Source: an optimization exercise on an open RTL-to-GDS flow (aim: small area). Production flows keep margins and buffers that such runs may drop.
Function was checked by simulation only, so behaviour that the tests miss may differ from the original.
In every run shown here, the design's own scripts or RTL, not TritonCTS, make the clock network.
No driver is modelled on the clock port, so clock power and skew are understated where the tree is cut down; a real chip needs a root buffer or a tree.
No activity file was given, so power comes from the tool's default toggle rates.

==> flow/design.v <==
module top_module (
    input  sys_clk,
    input  sys_rst_n,
    output R,
    output G,
    output B
);
reg [6:0] qs;    
reg [6:0] ms;    
reg [5:0] us;    
reg [1:0] p;     
wire [6:0] q  = qs ^ 7'b0000111;
wire [6:0] m  = ms ^ 7'b0011100;
wire [5:0] uo = us ^ 6'b000111;
wire q_end = q[6] & q[5] & q[3] & q[1];        
wire [7:0] qt, mt;
wire [6:0] ut;
assign qt[0] = 1'b1;
assign mt[0] = q_end;
genvar i;
generate for (i = 0; i < 7; i = i + 1) begin : g_t
    assign qt[i+1] = qt[i] & q[i];
    assign mt[i+1] = mt[i] & m[i];
end endgenerate
wire step   = mt[7];                           
wire u_end  = uo[5] & uo[4] & uo[3];           
wire u_wrap = step & u_end;
assign ut[0] = step;
generate for (i = 0; i < 6; i = i + 1) begin : g_u
    assign ut[i+1] = ut[i] & uo[i];
end endgenerate
wire [6:0] qi = q ^ qt[6:0];     
wire [6:0] mi = m ^ mt[6:0];     
wire [5:0] ui = uo ^ ut[5:0];    
wire [6:0] qn = {qi[6] & ~q_end, qi[5] & ~q_end, qi[4], qi[3] & ~q_end,
                 qi[2] | q_end, qi[1:0]};
wire [6:0] mn = {mi[6:5], mi[4] | step, mi[3] | step, mi[2] | step, mi[1:0]};
wire [5:0] un = {ui[5] & ~u_wrap, ui[4] & ~u_wrap, ui[3] & ~u_wrap,
                 ui[2] | u_wrap, ui[1] | u_wrap, ui[0]};
always @(posedge sys_clk or negedge sys_rst_n) begin
    if (!sys_rst_n) begin
        qs <= 7'd0;
        ms <= 7'd0;
        us <= 6'd0;
        p  <= 2'd0;
    end else begin
        qs <= qn ^ 7'b0000111;
        ms <= mn ^ 7'b0011100;
        us <= un ^ 6'b000111;
        if (u_wrap)
            p <= {p[0], ~(p[1] | p[0])};
    end
end
wire [6:0] ca, cc;
assign ca[0] = 1'b0;
assign cc[0] = 1'b0;
generate for (i = 0; i < 6; i = i + 1) begin : g_cmp
    assign ca[i+1] = (uo[i] & ~q[i]) | (ca[i] & (uo[i] | ~q[i]));
    assign cc[i+1] = (uo[i] &  q[i]) | (cc[i] & (uo[i] |  q[i]));
end endgenerate
wire A = ~q[6] &  ca[6];    
wire C = ~q[6] & ~cc[6];    
wire p0 = ~(p[1] | p[0]);
assign R = (p0   & C) | (p[1] & A);
assign G = (p0   & A) | (p[0] & C);
assign B = (p[0] & A) | (p[1] & C);
endmodule
==> flow/flow/run.sh <==
#!/bin/bash
# Standard synthesis; then the combinational logic re-mapped for area with a
# few ABC scripts, keeping the smallest result (the registers stay as the
# standard synthesis made them); then the standard layout from floorplan to
# finish, with the smallest port buffers and a single clock buffer.
set -euo pipefail
R=orfs/results/$FLOW_PLATFORM/top_module/base
bash standard.sh synth > synth.log 2>&1
cp $R/1_2_yosys.v $R/1_2_yosys_std.v

LIB=$FLOW_HOME/platforms/$FLOW_PLATFORM/lib/sky130_fd_sc_hd__tt_025C_1v80.lib
DONTUSE=$(sed -n '/^export DONT_USE_CELLS/,/^#/p' $FLOW_HOME/platforms/$FLOW_PLATFORM/config.mk \
    | grep -o 'sky130_fd_sc_hd__[a-z0-9_]*' | sed 's/^/-dont_use /' | tr '\n' ' ')
mkdir -p remap
best=""
best_area=""
k=0
while IFS= read -r script; do
    [[ -z "$script" ]] && continue
    k=$((k + 1))
    echo "$script" | tr ';' '\n' > remap/s$k.abc
    sed -e "s|@DONTUSE@|$DONTUSE|g" -e "s|@LIB@|$LIB|g" -e "s|@IN@|$R/1_2_yosys_std.v|g" \
        -e "s|@OUT@|$PWD/remap/out$k.v|g" -e "s|@ABC@|$PWD/remap/s$k.abc|g" \
        flow/remap.ys > remap/r$k.ys
    if yosys -s remap/r$k.ys > remap/r$k.log 2>&1 && [[ -s remap/out$k.v ]]; then
        area=$(grep 'Chip area' remap/r$k.log | tail -1 | awk '{print $NF}')
        echo "script $k: $script: area $area" >> remap.log
        if [[ -z "$best" ]] || awk "BEGIN{exit !($area < $best_area)}"; then
            best=$k
            best_area=$area
        fi
    else
        echo "script $k: $script: failed" >> remap.log
    fi
done < flow/remap.scripts
if [[ -n "$best" ]]; then
    echo "using script $best, area $best_area" >> remap.log
    cp remap/out$best.v $R/1_2_yosys.v
else
    echo "using the standard synthesis" >> remap.log
fi
rm -f $R/1_synth.odb $R/1_synth.sdc

export BUFFER_PORTS_ARGS="-buffer_cell sky130_fd_sc_hd__buf_1"
export CTS_ARGS="-sink_clustering_enable -repair_clock_nets -dont_use_dummy_load"
export POST_CTS_TCL=$PWD/flow/one_clock_buffer.tcl
export ONE_CLOCK_PORT=sys_clk
export ONE_CLOCK_BUFFER=sky130_fd_sc_hd__buf_8
bash standard.sh > layout.log 2>&1
==> flow/flow/one_clock_buffer.tcl <==
# Sourced after CTS (POST_CTS_TCL). For a design this small one clock buffer
# can drive every register: replace the tree CTS built with a single buffer
# fed by the clock port and driving all clock sinks.
proc clock_sinks_and_buffers { net } {
  set sinks {}
  set bufs {}
  foreach it [$net getITerms] {
    if { ![$it isInputSignal] } { continue }
    set inst [$it getInst]
    set mname [[$inst getMaster] getName]
    if { [string match "sky130_fd_sc_hd__clkbuf_*" $mname] } {
      lappend bufs $inst
      set out [[$inst findITerm X] getNet]
      if { $out ne "NULL" } {
        lassign [clock_sinks_and_buffers $out] s b
        set sinks [concat $sinks $s]
        set bufs [concat $bufs $b]
      }
    } else {
      lappend sinks $it
    }
  }
  return [list $sinks $bufs]
}

set block [ord::get_db_block]
set clk [$block findNet $::env(ONE_CLOCK_PORT)]
lassign [clock_sinks_and_buffers $clk] sinks bufs
puts "one_clock_buffer: [llength $sinks] sinks, [llength $bufs] tree buffers removed"
set xs 0
set ys 0
foreach it $sinks {
  set loc [[$it getInst] getLocation]
  set xs [expr {$xs + [lindex $loc 0]}]
  set ys [expr {$ys + [lindex $loc 1]}]
  $it disconnect
}
foreach inst $bufs {
  set out [[$inst findITerm X] getNet]
  odb::dbInst_destroy $inst
  if { $out ne "NULL" && $out ne $clk } { odb::dbNet_destroy $out }
}
set net [odb::dbNet_create $block clknet_root]
$net setSigType CLOCK
foreach it $sinks { $it connect $net }
set master [[ord::get_db] findMaster $::env(ONE_CLOCK_BUFFER)]
set inst [odb::dbInst_create $block $master clkbuf_root]
[$inst findITerm A] connect $clk
[$inst findITerm X] connect $net
set n [llength $sinks]
$inst setLocation [expr {$xs / $n}] [expr {$ys / $n}]
$inst setPlacementStatus PLACED
detailed_placement
check_placement -verbose
estimate_parasitics -placement
report_check_types -max_slew -max_capacitance -violators
==> flow/flow/remap.scripts <==
strash; dch; map -a; mfs2; strash; dch; amap; mfs3 -a; topo
strash; dch; map -a; mfs2; strash; dch; map -a; mfs3 -a; topo
strash; dch; map -a; mfs2; strash; dch; map -a; topo; dnsize
strash; dch -f; map -a; mfs3 -a; mfs3 -a; topo; dnsize
strash; dch; map -a; mfs3 -a; topo
strash; dch; map -a; topo
==> flow/flow/remap.ys <==
# Re-map the combinational cells of the standard synthesis for area. The
# flip-flops stay as they are, with their names and cell types.
read_liberty -ignore_miss_func @LIB@
read_verilog @IN@
hierarchy -top top_module
stat
blackbox sky130_fd_sc_hd__df* sky130_fd_sc_hd__ed* sky130_fd_sc_hd__sd*
flatten
opt_clean
abc -liberty @LIB@ @DONTUSE@ -script @ABC@
opt_clean
hilomap -singleton -hicell sky130_fd_sc_hd__conb_1 HI -locell sky130_fd_sc_hd__conb_1 LO
splitnets
opt_clean -purge
stat -liberty @LIB@
check
write_verilog -noattr -nohex -nodec @OUT@
==> flow/standard.sh <==
#!/bin/bash
# synth_recipe.tcl (not shown) runs the flow's synth.tcl, then flattens the netlist and writes it again
# the make line also repeats each setting of config.mk as NAME=value (left out here)
make -C /OpenROAD-flow-scripts/flow DESIGN_CONFIG=/design/flow/config.mk WORK_HOME=/design/flow/orfs CLKGATE_MAP_FILE= SYNTH_SCRIPT=/design/flow/synth_recipe.tcl "${@:-finish}"
==> flow/config.mk <==
export PLATFORM = sky130hd
export DESIGN_NAME = top_module
export DESIGN_NICKNAME = top_module
export VERILOG_FILES = /design/flow/design.v
export SDC_FILE = /design/flow/constraint.sdc
export NUM_CORES = 4
export LEC_CHECK = 0
export CAP_MARGIN = 20
export CORE_AREA = 2.5 2.5 62.5 62.5
export DIE_AREA = 0 0 65 65
export GPL_TIMING_DRIVEN = 0
export PLACE_DENSITY = 0.9
export SLEW_MARGIN = 20
==> flow/constraint.sdc <==
create_clock -name core_clock -period 10.0 [get_ports {sys_clk}]
set_input_delay 2.0000 -clock core_clock [delete_from_list [all_inputs] [get_ports {sys_clk}]]
set_output_delay 2.0000 -clock core_clock [all_outputs]
set_load 0.01 [all_outputs]
==> flow_summary.ini, run 1 <==
[pwr]
finalPower_uw = 124
ir_drop_mv = 0.0587
p_seq_share_pct = 71.9
p_switching_uw = 23.0
netSwitchingFraction_pct = 18.6
leakage_uw = 0.000454
p_comb_share_pct = 1.5
power.internal_uw = 101
p_clk_share_pct = 26.6
powerDensity_nw_per_um2 = 114

[yosys]
ys.warnings.count = 1
syn_area_per_cell_um2 = 8.85
syn_nets = 114
syn-cell-area_um2 = 991
synthCells = 112

[place]
postPlaceCellArea_um2 = 1060
dp_hpwl_um = 1210
portBuffers = 4
gp_congestion = 0.803
dp_slack_ns = 6.09

[grt]
grt_use_met1_pct = 11.4
grt_use_met2_pct = 14.2
grt_first_pass_wirelength_um = 2970
grt_max_degree = 23
antenna_found_initial = 0
busiest_layer = met2
grt_use_total_pct = 8.93
gr-usage-met3_pct = 2.26
grt_overflow_total = 0
grt_pass1_vias = 714

[sta]
setup_violations = 0
period_share_pct = 38.2
rsz0062_at_grt = false
setup_slack_ns = 6.18
tns_ns = 0
fmax_mhz = 262
tightest_slew_ns = 0.838
finalMaxSlewViolations = 0
period_minus_slack_ns = 3.82
max_slew_margin_pct = 43.6
hold_viol = 0
fin_worst_skew_ns = 0.00192

[setup_path]
required_ns = 8.00
path_max_fanout = 4
worstReg2RegEnd = us[4]$_DFF_PN0_
timing.rr.start = qs[5]$_DFF_PN0_
arrival_ns = 1.82
rr_worst_depth = 18
reg2reg_slack_ns = 6.29
crit_end = R
cp-startpoint = qs[1]$_DFF_PN0_
crit_type = flop to output pin
crit_path_end_kind = output pin
critPathLaunchType = flop

[final_layout]
diodes = 0
final_common_cell = nor2_1
nNetsFinal = 121
drive_above_1_share_pct = 2.56
fillCellCount = 357
final_cell_area_um2 = 1090
postLayoutCoreUtil_pct = 32.0
multi_input_area_um2 = 375
area_growth_pct = 9.60
final_cell_mix = 25 x nor2_1, 22 x dfrtp_1, 19 x clkinv_1, 9 x nand2_1, 9 x a21oi_1
seqCellArea_um2 = 551

[drt]
drc = 0
drtPass1Iterations = 4
via_per_inst = 4.56
dr_total_vias = 744
detail_route.wl_per_cell_um = 9.79
drt_iter0_markers = 31
finalWirelength_um = 1600
ant_nets = 0

[floorplan]
std_cell_rows = 21
dieHeight_um = 65
coreArea_um2 = 3390
num_io_pins = 5
fp.dieW_um = 65
die_area_um2 = 4230
start_util_pct = 29.2

[job]
maxCapViolations = 0

[clocking]
clk_latency_ns = 0.14
cts.sinks = 22
clk_pin_slew_worst_paths_ns = 0.11

[worst_hold_path]
hold_path_class = flop to flop

[outcome]
outcome = complete, no violations
## layer usage
metal  wire length, um  vias up
met1               778      333
met3                61        2
li1                  -      402
met4                21        0
met2               734        7
met5                 0        -
## state kept, by name (all words and copies together), names as in the netlist
| signal | count |
|---|---|
| qs | 7 |
| p | 2 |
| ms | 7 |
| us | 6 |
## final cells by class
| cell class | instances | area share [%] |
|---|---|---|
| Sequential cell | 22 | 50.7 |
| Timing Repair Buffer | 4 | 1.50 |
| Buffer | 1 | 1.38 |
| Multi-Input combinational cell | 71 | 34.6 |
| Tap cell | 46 | 5.30 |
| Inverter | 19 | 6.57 |
## metrics by stage
step                hold slack (ns)  instances
detailed placement            0.472        162
global route                  0.515        163
global placement              0.471        162
finish                        0.495        163
floorplan                     0.455        112
## worst max-delay path: stages, from the launching register on
cell,delay (ns)
dfrtp_1,0.42
clkinv_1,0.13
a22oi_1,0.20
a221o_1,0.13
o221ai_1,0.09
o21ai_0,0.10
a21oi_1,0.09
a21oi_1,0.11
nand2_1,0.10
o22ai_1,0.15
buf_1,0.17
## power groups by stage
stage	sequential [uW]	clock [uW]	combinational (uW)
floorplan	90.7	0	0.000162
global placement	90.6	0	1.80
detailed placement	90.6	0	1.99
global route	88.9	36.7	2.15
finish	88.9	32.9	1.80
## worst min path at each step
stage	startpoint	slack, ns	depth (start not counted)	endpoint
2_1_floorplan	qs[0]$_DFF_PN0_	0.45	1	qs[0]$_DFF_PN0_
5_1_grt	qs[0]$_DFF_PN0_	0.52	1	qs[0]$_DFF_PN0_
3_5_place_dp	qs[0]$_DFF_PN0_	0.47	1	qs[0]$_DFF_PN0_
3_3_place_gp	qs[0]$_DFF_PN0_	0.47	1	qs[0]$_DFF_PN0_
6_report	qs[0]$_DFF_PN0_	0.49	1	qs[0]$_DFF_PN0_
==> inputs of run 2 (changes only) <==
--- a/flow/design.v
+++ b/flow/design.v
@@ -6,11 +6,16 @@
     output B
 );
+localparam [6:0] QMASK = 7'b0001111;
+localparam [6:0] MMASK = 7'b1010100;
+localparam [5:0] UMASK = 6'b000011;
+localparam [1:0] PMASK = 2'b00;
 reg [6:0] qs;    
 reg [6:0] ms;    
 reg [5:0] us;    
-reg [1:0] p;     
-wire [6:0] q  = qs ^ 7'b0000111;
-wire [6:0] m  = ms ^ 7'b0011100;
-wire [5:0] uo = us ^ 6'b000111;
+reg [1:0] ps;    
+wire [1:0] p = ps ^ PMASK;
+wire [6:0] q  = qs ^ QMASK;
+wire [6:0] m  = ms ^ MMASK;
+wire [5:0] uo = us ^ UMASK;
 wire q_end = q[6] & q[5] & q[3] & q[1];        
 wire [7:0] qt, mt;
@@ -40,14 +45,14 @@
 always @(posedge sys_clk or negedge sys_rst_n) begin
     if (!sys_rst_n) begin
-        qs <= 7'd0;
-        ms <= 7'd0;
-        us <= 6'd0;
-        p  <= 2'd0;
+        qs <= 7'b0000111 ^ QMASK;
+        ms <= 7'b0011100 ^ MMASK;
+        us <= 6'b000111 ^ UMASK;
+        ps <= 2'b00 ^ PMASK;
     end else begin
-        qs <= qn ^ 7'b0000111;
-        ms <= mn ^ 7'b0011100;
-        us <= un ^ 6'b000111;
+        qs <= qn ^ QMASK;
+        ms <= mn ^ MMASK;
+        us <= un ^ UMASK;
         if (u_wrap)
-            p <= {p[0], ~(p[1] | p[0])};
+            ps <= {p[0], ~(p[1] | p[0])} ^ PMASK;
     end
 end
--- a/flow/flow/remap.scripts
+++ b/flow/flow/remap.scripts
@@ -5,2 +5,5 @@
 strash; dch; map -a; mfs3 -a; topo
 strash; dch; map -a; topo
+strash; dch; map -a; mfs2; strash; dch; amap; mfs3 -a; strash; dch; amap; mfs3 -a; topo
+strash; dch; map -a; mfs2; strash; dch -f; amap; mfs3 -a; topo
+strash; dc2; dch; amap; mfs3 -a; topo
==> flow_summary.ini, run 2 <==
[setup_path]
crit_path_end_kind = output pin
required_ns = 8.00
arrival_ns = 1.93
crit_type = flop to output pin
critPathLaunchType = flop
path_max_fanout = 4

[final_layout]
diodes = 0
postLayoutCoreUtil_pct = 31.6
multi_input_area_um2 = 377
area_growth_pct = 9.06
fillCellCount = 359
final_cell_area_um2 = 1070
drive_above_1_share_pct = 5.26
reg.largest.list = ms (7), qs (7), us (6)
seqCellArea_um2 = 556
final_cell_mix = 21 x nor2_1, 18 x dfrtp_1, 13 x clkinv_1, 10 x nand2_1, 10 x o21ai_0
nNetsFinal = 118
final_cells = 160
final_common_cell = nor2_1

[yosys]
syn_area_per_cell_um2 = 9.00
syn_nets = 111
synthCells = 109
syn-cell-area_um2 = 981
ys.warnings.count = 1

[place]
postPlaceCellArea_um2 = 1050
portBuffers = 4
gp_congestion = 0.774
dp_hpwl_um = 1240
dpl.cell_count = 159

[pwr]
powerDensity_nw_per_um2 = 115
p_comb_share_pct = 1.5
netSwitchingFraction_pct = 18.6
p_switching_uw = 22.9
ir_drop_mv = 0.0450
p_clk_share_pct = 26.5
leakage_uw = 0.000429
p_seq_share_pct = 72.0
power.internal_uw = 101

[outcome]
outcome = complete, no violations

[floorplan]
coreArea_um2 = 3390
fp.dieW_um = 65
std_cell_rows = 21
num_io_pins = 5
start_util_pct = 28.9
dieHeight_um = 65
die_area_um2 = 4230

[drt]
detail_route.wl_per_cell_um = 10.6
wl_met2_um = 841
wl_met3_um = 47
dr_total_vias = 770
drc = 0
drtPass1Iterations = 4
via_per_inst = 4.81
ant_nets = 0
top_layer = met4
finalWirelength_um = 1690
drt_iter0_markers = 44
wl_met1_um = 788

[sta]
setup_violations = 0
fmax_mhz = 254
fin_worst_skew_ns = 0.00121
hold_ws_ns = 0.505
finalMaxSlewViolations = 0
period_minus_slack_ns = 3.93
tightest_slew_ns = 0.603
tns_ns = 0
rsz0062_at_grt = false
max_slew_margin_pct = 59.5
hold_viol = 0
period_share_pct = 39.3

[grt]
antenna_found_initial = 0
grt_pass1_vias = 733
grt_overflow_total = 0
grt_first_pass_wirelength_um = 3080
grt_use_total_pct = 9.18
grt_max_degree = 23

[job]
maxCapViolations = 0

[clocking]
clk_latency_ns = 0.14
clk_pin_slew_worst_paths_ns = 0.11
cts.sinks = 22

[worst_hold_path]
hold_path_class = flop to flop
## run 2: critical path, stage by stage, from the launching register on
cell      delay, ns
dfrtp_1        0.43
clkinv_1       0.15
a22oi_1        0.23
a221oi_1       0.07
a221oi_1       0.26
nor2_1         0.09
a21oi_1        0.12
o21ai_0        0.14
o22ai_1        0.15
buf_1          0.16
## run 2: final cells by class
| cell class | instances | share of cell area [%] |
|---|---|---|
| inverter | 13 | 4.56 |
| multi-input combinational | 74 | 35.2 |
| buffer | 1 | 1.40 |
| sequential | 22 | 51.9 |
| timing repair buffer | 4 | 1.52 |
| tap | 46 | 5.38 |
## run 2: power by group through the flow
stage	logic, uW	clock network, uW	registers, uW
floorplan	0.000142	0	90.7
global placement	1.79	0	90.7
detailed placement	1.92	0	90.7
global route	2.21	38.4	89.0
finish	1.81	32.8	89.0
## run 2: worst paths after layout
kind,start,endpoint,slack [ns],cells after the start
max in group asynchronous,sys_rst_n,ms[3]$_DFF_PN1_,7.84,1
hold / removal,ms[5]$_DFF_PN0_,ms[5]$_DFF_PN0_,0.50,1
setup reg to reg,qs[5]$_DFF_PN0_,us[5]$_DFF_PN0_,6.60,15
hold reg to reg,ms[5]$_DFF_PN0_,ms[5]$_DFF_PN0_,0.50,1
setup / recovery,qs[1]$_DFF_PN0_,B,6.07,9
min in group asynchronous,sys_rst_n,ps[1]$_DFFE_PN0P_,1.81,1
## run 2: per-stage QoR
stage | power (uW) | setup slack [ns]
3_3_place_gp | 92.5 | 6.34
5_1_grt | 130 | 5.84
3_5_place_dp | 92.6 | 6.30
6_report | 124 | 6.07
2_1_floorplan | 90.7 | 6.54
## run 2: layer usage
metal	vias to the layer above	GRT usage [%]
met3	2	2.08
met4	0	1.60
met5	-	0
li1	396	-
met2	7	17.5
met1	365	10.4
==> inputs of run 3 (changes only) <==
--- a/flow/flow/remap.scripts
+++ b/flow/flow/remap.scripts
@@ -8,2 +8,3 @@
 strash; dch; map -a; mfs2; strash; dch -f; amap; mfs3 -a; topo
 strash; dc2; dch; amap; mfs3 -a; topo
+strash; &get -n; &dc2; &put; map -a; mfs2; strash; dch; amap; mfs3 -a; topo
==> flow_summary.ini, run 3 <==
[outcome]
outcome = complete, no violations

[pwr]
powerDensity_nw_per_um2 = 115
ir_drop_mv = 0.0503
power.internal_uw = 101
p_switching_uw = 23.0
p_clk_share_pct = 26.4
p_comb_share_pct = 1.9
finalPower_uw = 124
leakage_uw = 0.000450
p_seq_share_pct = 71.7
netSwitchingFraction_pct = 18.5

[floorplan]
coreArea_um2 = 3390
std_cell_rows = 21
start_util_pct = 28.9
die_area_um2 = 4230
num_io_pins = 5
fp.dieW_um = 65
dieHeight_um = 65

[sta]
max_slew_margin_pct = 48.2
tightest_slew_ns = 0.766
finalMaxSlewViolations = 0
fin_worst_skew_ns = 0.00256
rsz0062_at_grt = false
tns_ns = 0
hold_ws_ns = 0.500
period_share_pct = 38.3
fmax_mhz = 261
hold_viol = 0
setup_violations = 0
period_minus_slack_ns = 3.83

[clocking]
clk_pin_slew_worst_paths_ns = 0.11
clk_latency_ns = 0.14
cts.sinks = 22

[place]
gp_congestion = 0.801
postPlaceCellArea_um2 = 1070
dp_hpwl_um = 1250
portBuffers = 4

[setup_path]
required_ns = 8.00
arrival_ns = 1.83
path_max_fanout = 4
critPathLaunchType = flop
crit_type = flop to output pin
crit_path_end_kind = output pin

[grt]
grt_max_degree = 23
grt_overflow_total = 0
grt_first_pass_wirelength_um = 3040
grt_pass1_vias = 742
grt_use_total_pct = 8.96
antenna_found_initial = 0

[final_layout]
diodes = 0
nNetsFinal = 119
drive_above_1_share_pct = 5.22
postLayoutCoreUtil_pct = 31.9
area_growth_pct = 10.5
final_cell_area_um2 = 1080
final_cell_mix = 18 x nor2_1, 18 x dfrtp_1, 14 x nand2_1, 12 x clkinv_1, 11 x o22ai_1
reg.largest.list = ms (7), qs (7), us (6)

[drt]
via_per_inst = 4.71
ant_nets = 0
dr_total_vias = 759
detail_route.wl_per_cell_um = 10.2
drt_iter0_markers = 37
drtPass1Iterations = 4
finalWirelength_um = 1640
drc = 0

[yosys]
syn-cell-area_um2 = 978
ys.warnings.count = 1
syn_area_per_cell_um2 = 8.98
syn_nets = 111
synthCells = 109

[job]
maxCapViolations = 0

[worst_hold_path]
hold_path_class = flop to flop
-- run 3: changes by cell type in the layout (fill, tap and decap cells not counted), sizes merged, moves of 2 or more --
cell,before,now
a221oi,2,0
o22ai,8,11
nor2,21,18
o21ai,10,8
nand2,10,14
-- run 3: routing by layer --
layer | wire length (um) | share of wire, % | track usage, % | vias to the layer above
li1 | - | - | - | 392
met1 | 768 | 47 | 11.5 | 355
met2 | 792 | 48 | 14.8 | 10
met3 | 63 | 3.8 | 2.08 | 2
met4 | 18 | 1.1 | 2.93 | 0
met5 | 0 | 0 | 0 | -
-- run 3: power by group through the flow --
| stage | Sequential (uW) | Clock [uW] | Combinational, uW |
|---|---|---|---|
| floorplan | 90.7 | 0 | 0.000158 |
| finish | 89.0 | 32.7 | 2.37 |
| global placement | 90.7 | 0 | 1.77 |
| global route | 89.0 | 39.1 | 2.77 |
| detailed placement | 90.7 | 0 | 2.55 |
-- run 3: path summary, 6_finish.rpt --
path                                  from               to  slack (ns)  cells past startpoint
min in group asynchronous        sys_rst_n  qs[4]$_DFF_PN0_        1.79                      1
setup reg to reg           qs[5]$_DFF_PN0_  us[4]$_DFF_PN0_        6.35                     13
setup / recovery           qs[1]$_DFF_PN0_                G        6.17                      9
hold / removal             ms[5]$_DFF_PN0_  ms[5]$_DFF_PN0_        0.50                      1
max in group asynchronous        sys_rst_n  ms[3]$_DFF_PN1_        7.66                      2
hold reg to reg            ms[5]$_DFF_PN0_  ms[5]$_DFF_PN0_        0.50                      1
-- run 3: per-stage QoR --
stage,cells,setup slack (ns)
5_1_grt,161,5.78
2_1_floorplan,109,6.63
6_report,161,6.17
3_5_place_dp,160,6.36
3_3_place_gp,159,6.43
-- run 3: layout make-up --
| type | instances | area [um2] |
|---|---|---|
| Fill cell | 357 | 2310 |
| Sequential cell | 22 | 556 |
| Multi-Input combinational cell | 75 | 378 |
| Tap cell | 46 | 57.6 |
| Inverter | 12 | 45.0 |
| Timing Repair Buffer | 5 | 30.0 |
| Buffer | 1 | 15.0 |
-- run 3: critical path: stages, from the launching register on --
cell and delay (ns):
dfrtp_1 0.44, clkinv_1 0.14, o22ai_1 0.13, a22oi_1 0.08, a21oi_1 0.11, o21ai_0 0.10
a22oi_1 0.14, o21ai_0 0.18, o22ai_1 0.19, buf_1 0.17
==> inputs of run 4 (changes only) <==
--- a/flow/flow/run.sh
+++ b/flow/flow/run.sh
@@ -3,5 +3,5 @@
 # few ABC scripts, keeping the smallest result (the registers stay as the
 # standard synthesis made them); then the standard layout from floorplan to
-# finish, with the smallest port buffers and a single clock buffer.
+# finish, with small port buffers and a single clock buffer.
 set -euo pipefail
 R=orfs/results/$FLOW_PLATFORM/top_module/base
@@ -42,5 +42,6 @@
 rm -f $R/1_synth.odb $R/1_synth.sdc
 
-export BUFFER_PORTS_ARGS="-buffer_cell sky130_fd_sc_hd__buf_1"
+export PRE_GLOBAL_PLACE_TCL=$PWD/flow/input_buffers.tcl
+export BUFFER_PORTS_ARGS="-outputs -buffer_cell sky130_fd_sc_hd__buf_1"
 export CTS_ARGS="-sink_clustering_enable -repair_clock_nets -dont_use_dummy_load"
 export POST_CTS_TCL=$PWD/flow/one_clock_buffer.tcl
==> flow/flow/input_buffers.tcl (new file) <==
# Sourced before global placement (PRE_GLOBAL_PLACE_TCL): buffer the input
# ports with buf_2, which can drive the reset net's 22 flip-flop pins within
# the slew and capacitance limits; ORFS then buffers only the outputs.
buffer_ports -inputs -buffer_cell sky130_fd_sc_hd__buf_2
==> flow_summary.ini, run 4 <==
[pwr]
powerDensity_nw_per_um2 = 116
p_seq_share_pct = 71.6
netSwitchingFraction_pct = 19.0
p_comb_share_pct = 1.4
p_clk_share_pct = 27.0
p_switching_uw = 23.6
leakage_uw = 0.000445
ir_drop_mv = 0.0469
finalPower_uw = 124
power.internal_uw = 101

[yosys]
syn_nets = 111
ys.warnings.count = 1
synthCells = 109
syn_area_per_cell_um2 = 8.98
syn-cell-area_um2 = 978

[drt]
top_layer = met4
detail_route.wl_per_cell_um = 9.94
ant_nets = 0
finalWirelength_um = 1590
drtPass1Iterations = 4
wl_met3_um = 56
dr_total_vias = 730
wl_met1_um = 784
drt_iter0_markers = 14
wl_met2_um = 740
drc = 0
via_per_inst = 4.56

[sta]
setup_violations = 0
hold_viol = 0
tightest_slew_ns = 0.818
fmax_mhz = 263
tns_ns = 0
finalMaxSlewViolations = 0
setup_slack_ns = 6.20
max_slew_margin_pct = 44.7
period_share_pct = 38.0
rsz0062_at_grt = false
fin_worst_skew_ns = 0.00291
period_minus_slack_ns = 3.80

[floorplan]
num_io_pins = 5
start_util_pct = 28.9
fp.dieW_um = 65
std_cell_rows = 21
coreArea_um2 = 3390
dieHeight_um = 65
die_area_um2 = 4230

[job]
maxCapViolations = 0

[final_layout]
reg.largest.list = ms (7), qs (7), us (6)
drive_above_1_share_pct = 5.26
area_growth_pct = 9.08
diodes = 0
final_cell_area_um2 = 1070
final_cell_mix = 18 x nor2_1, 18 x dfrtp_1, 14 x nand2_1, 12 x clkinv_1, 11 x o22ai_1
postLayoutCoreUtil_pct = 31.5
nNetsFinal = 118

[worst_hold_path]
min_delay_worst_endpoint = ms[1]$_DFF_PN0_
hold_path_class = flop to flop
hold_depth = 1
min_from = ms[1]$_DFF_PN0_

[setup_path]
worstReg2RegEnd = us[4]$_DFF_PN0_
reg2reg_slack_ns = 6.31
crit_type = flop to output pin
timing.rr.start = qs[5]$_DFF_PN0_
rr_worst_depth = 13
path_max_fanout = 4
crit_path_end_kind = output pin
arrival_ns = 1.80
required_ns = 8.00
critPathLaunchType = flop

[grt]
grt_pass1_vias = 660
antenna_found_initial = 0
grt_use_total_pct = 8.04
grt_first_pass_wirelength_um = 2700
grt_overflow_total = 0
grt_max_degree = 23

[place]
dp_hpwl_um = 1190
dp_slack_ns = 6.35
gp_congestion = 0.778
postPlaceCellArea_um2 = 1050
portBuffers = 4

[clocking]
cts.sinks = 22
clk_latency_ns = 0.14
clk_pin_slew_worst_paths_ns = 0.12

[outcome]
outcome = complete, no violations
run 4: power groups by stage:
stage                     logic (uW)  registers [uW]  clock network, uW
after detailed placement        1.91            90.7                  0
after global placement          1.83            90.7                  0
after floorplan             0.000158            90.7                  0
after global routing            2.11            89.0               36.9
final                           1.75            89.0               33.5
run 4: how the worst max path moves through the flow:
stage / to / depth (start not counted) / startpoint
after floorplan: B / 7 / us[2]$_DFF_PN1_
after global routing: us[4]$_DFF_PN0_ / 13 / qs[5]$_DFF_PN0_
final: R / 8 / us[2]$_DFF_PN1_
after global placement: us[4]$_DFF_PN0_ / 13 / qs[5]$_DFF_PN0_
after detailed placement: us[4]$_DFF_PN0_ / 13 / qs[5]$_DFF_PN0_
run 4: worst max-delay path, cell delays in order (launching register included):
cell and delay [ns]:
dfstp_2 0.58, clkinv_1 0.10, o22ai_1 0.18, a31oi_1 0.06
a21oi_1 0.14, a21oi_1 0.06, o21ai_0 0.29, o22ai_1 0.12
buf_1 0.14
run 4: metal layers:
layer,GRT usage (%),vias to the layer above
met4,1.60,0
met3,2.08,2
met5,0,-
met2,14.2,7
li1,-,390
met1,9.87,331
run 4: final cells by class:
| cell class | instances | area, um2 |
|---|---|---|
| inverter | 12 | 45.0 |
| buffer | 1 | 15.0 |
| sequential | 22 | 556 |
| tap | 46 | 57.6 |
| timing repair buffer | 4 | 16.3 |
| fill | 343 | 2320 |
| multi-input combinational | 75 | 378 |
run 4: through the flow:
| stage | hold slack [ns] | instances |
|---|---|---|
| final | 0.504 | 160 |
| after global routing | 0.530 | 160 |
| after detailed placement | 0.479 | 159 |
| after global placement | 0.473 | 159 |
| after floorplan | 0.461 | 109 |
==> inputs of run 5 (changes only) <==
--- a/flow/design.v
+++ b/flow/design.v
@@ -6,8 +6,8 @@
     output B
 );
-localparam [6:0] QMASK = 7'b0001111;
+localparam [6:0] QMASK = 7'b0000110;
 localparam [6:0] MMASK = 7'b1010100;
 localparam [5:0] UMASK = 6'b000011;
-localparam [1:0] PMASK = 2'b00;
+localparam [1:0] PMASK = 2'b10;
 reg [6:0] qs;    
 reg [6:0] ms;    
@@ -15,5 +15,6 @@
 reg [1:0] ps;    
 wire [1:0] p = ps ^ PMASK;
-wire [6:0] q  = qs ^ QMASK;
+wire [6:0] qg = qs ^ QMASK;           
+wire [6:0] q  = {qg[6:2], qg[1], qg[1] ^ qg[0]};
 wire [6:0] m  = ms ^ MMASK;
 wire [5:0] uo = us ^ UMASK;
@@ -45,10 +46,10 @@
 always @(posedge sys_clk or negedge sys_rst_n) begin
     if (!sys_rst_n) begin
-        qs <= 7'b0000111 ^ QMASK;
+        qs <= 7'b0000110 ^ QMASK;
         ms <= 7'b0011100 ^ MMASK;
         us <= 6'b000111 ^ UMASK;
         ps <= 2'b00 ^ PMASK;
     end else begin
-        qs <= qn ^ QMASK;
+        qs <= {qn[6:2], qn[1], qn[1] ^ qn[0]} ^ QMASK;
         ms <= mn ^ MMASK;
         us <= un ^ UMASK;
==> flow_summary.ini, run 5 <==
[outcome]
outcome = complete, no violations

[sta]
tightest_slew_ns = 0.764
period_share_pct = 37.6
fin_worst_skew_ns = 0.00380
setup_slack_ns = 6.24
rsz0062_at_grt = false
setup_violations = 0
hold_viol = 0
hold_ws_ns = 0.449
finalMaxSlewViolations = 0
tns_ns = 0
max_slew_margin_pct = 48.3
period_minus_slack_ns = 3.76
fmax_mhz = 266

[setup_path]
crit_type = flop to output pin
arrival_ns = 1.76
crit_path_end_kind = output pin
cpMostUsedCell = o22ai_1
path_max_fanout = 5
critPathLaunchType = flop
max_stage_delay_ns = 0.55
cp_num_buf_inv = 2
critPathTopFamily = compound AO/OA/AOI/OAI gates
cpMaxStageDelayCell = dfstp_2
required_ns = 8.00
crit_chain = clkinv_1, o22ai_1, a31oi_1, o22ai_1, o21a_1, nor2_1, o21ai_0, o22ai_1, buf_1

[final_layout]
area_growth_pct = 9.09
diodes = 0
reg.largest.list = ms (7), qs (7), us (6)
final_cell_mix = 21 x nor2_1, 18 x dfrtp_1, 13 x clkinv_1, 11 x nand2_1, 9 x o21ai_0
fillCellCount = 347
final_cell_area_um2 = 1070
nNetsFinal = 117
final_common_cell = nor2_1
drive_above_1_share_pct = 5.31

[pwr]
finalPower_uw = 124
powerDensity_nw_per_um2 = 117
leakage_uw = 0.000447
ir_drop_mv = 0.0545

[job]
maxCapViolations = 0

[yosys]
syn-cell-area_um2 = 977
syn_nets = 110
syn_area_per_cell_um2 = 9.05
synthCells = 108
ys.warnings.count = 1

[grt]
antenna_found_initial = 0
grt_overflow_total = 0
grt_use_total_pct = 8.15
grt_pass1_vias = 677
grt_first_pass_wirelength_um = 2800
grt_max_degree = 23

[clocking]
clk_pin_slew_worst_paths_ns = 0.12
clk_latency_ns = 0.14
cts.sinks = 22

[drt]
dr_total_vias = 738
finalWirelength_um = 1570
drt_iter0_markers = 38
drtPass1Iterations = 4
ant_nets = 0
detail_route.wl_per_cell_um = 9.84
via_per_inst = 4.64
drc = 0

[floorplan]
start_util_pct = 28.8
dieHeight_um = 65
std_cell_rows = 21
coreArea_um2 = 3390
die_area_um2 = 4230
fp.dieW_um = 65
num_io_pins = 5

[place]
portBuffers = 4
dp_slack_ns = 6.31
postPlaceCellArea_um2 = 1050
dp_hpwl_um = 1200
gp_congestion = 0.785

[worst_hold_path]
hold_path_class = flop to flop
==> run 5: cell type report <==
class	instances	area (um2)	area share (%)
buffer	1	15.0	1.41
multi-input combinational	73	373	35.0
tap	46	57.6	5.40
inverter	13	48.8	4.58
timing repair buffer	4	16.3	1.53
sequential	22	556	52.1
==> run 5: layer usage <==
metal	GRT usage (%)	part of all wire (%)	vias up
met5	0	0	-
met4	0.798	0	0
met3	2.08	3.1	0
met2	14.9	47	5
met1	9.88	50	348
li1	-	-	385
==> run 5: worst paths after layout <==
check / endpoint / cells after the start / start / slack, ns
setup / recovery: B / 9 / us[2]$_DFF_PN1_ / 6.24
min in group asynchronous: us[5]$_DFF_PN0_ / 1 / sys_rst_n / 1.79
hold / removal: ps[1]$_DFFE_PN1P_ / 1 / ps[0]$_DFFE_PN0P_ / 0.45
setup reg to reg: us[3]$_DFF_PN0_ / 13 / qs[5]$_DFF_PN0_ / 6.36
hold reg to reg: ps[1]$_DFFE_PN1P_ / 1 / ps[0]$_DFFE_PN0P_ / 0.45
max in group asynchronous: ms[3]$_DFF_PN1_ / 1 / sys_rst_n / 7.85
==> run 5: stage by stage <==
stage                     instances  util, %
final                           159     31.5
after global routing            159     31.5
after detailed placement        158     31.0
after global placement          158     31.0
after floorplan                 108        -
==> run 5: where the power goes <==
group	total, uW	internal [uW]	switching (uW)
logic	1.76	0.140	1.62
clock network	33.5	11.5	22.0
registers	89.0	89.0	0
total	124	101	23.6
==> run 5: worst reg2reg max path: cells and delay by family, from the launching register on <==
| family | cells | cell delay (ns) |
|---|---|---|
| simple gates | 9 | 2.50 |
| flops | 1 | 0.41 |
| buf+inv | 2 | 0.43 |
| compound gates | 2 | 0.19 |

static timing again, ports no longer ideal:
Ports are ideal in the flow. The routed layouts listed here were re-timed in OpenROAD. Step 1 (the two cells are an assumption about what drives the block):
set clk [get_ports {sys_clk}]
set_driving_cell -lib_cell sky130_fd_sc_hd__clkbuf_16 $clk
set_driving_cell -lib_cell sky130_fd_sc_hd__buf_2 [delete_from_list [all_inputs] $clk]
Step 2 moves the port delays by t, midway between the first and last clock arrival at a register: inputs arrive t later, outputs are due t later. That takes back most of the time a late clock gives input paths. a / b / c = ideal / step 1 / step 2; a / b = the first two.
| run | t, ns | setup slack, ns | worst hold slack (ns) | clock arrival spread, ns |
|---|---|---|---|---|
| run 1 | 0.168 | 6.177 / 6.146 / 6.288 | 0.495 / 0.495 / 0.495 | 0.002 / 0.002 |
| run 2 | 0.164 | 6.067 / 6.039 / 6.203 | 0.505 / 0.505 / 0.505 | 0.002 / 0.001 |
| run 3 | 0.167 | 6.174 / 6.143 / 6.310 | 0.500 / 0.500 / 0.500 | 0.003 / 0.003 |
| run 4 | 0.166 | 6.204 / 6.177 / 6.307 | 0.504 / 0.505 / 0.505 | 0.002 / 0.003 |
| run 5 | 0.165 | 6.238 / 6.211 / 6.361 | 0.449 / 0.449 / 0.449 | 0.004 / 0.003 |
After both steps every run listed still meets setup and hold.
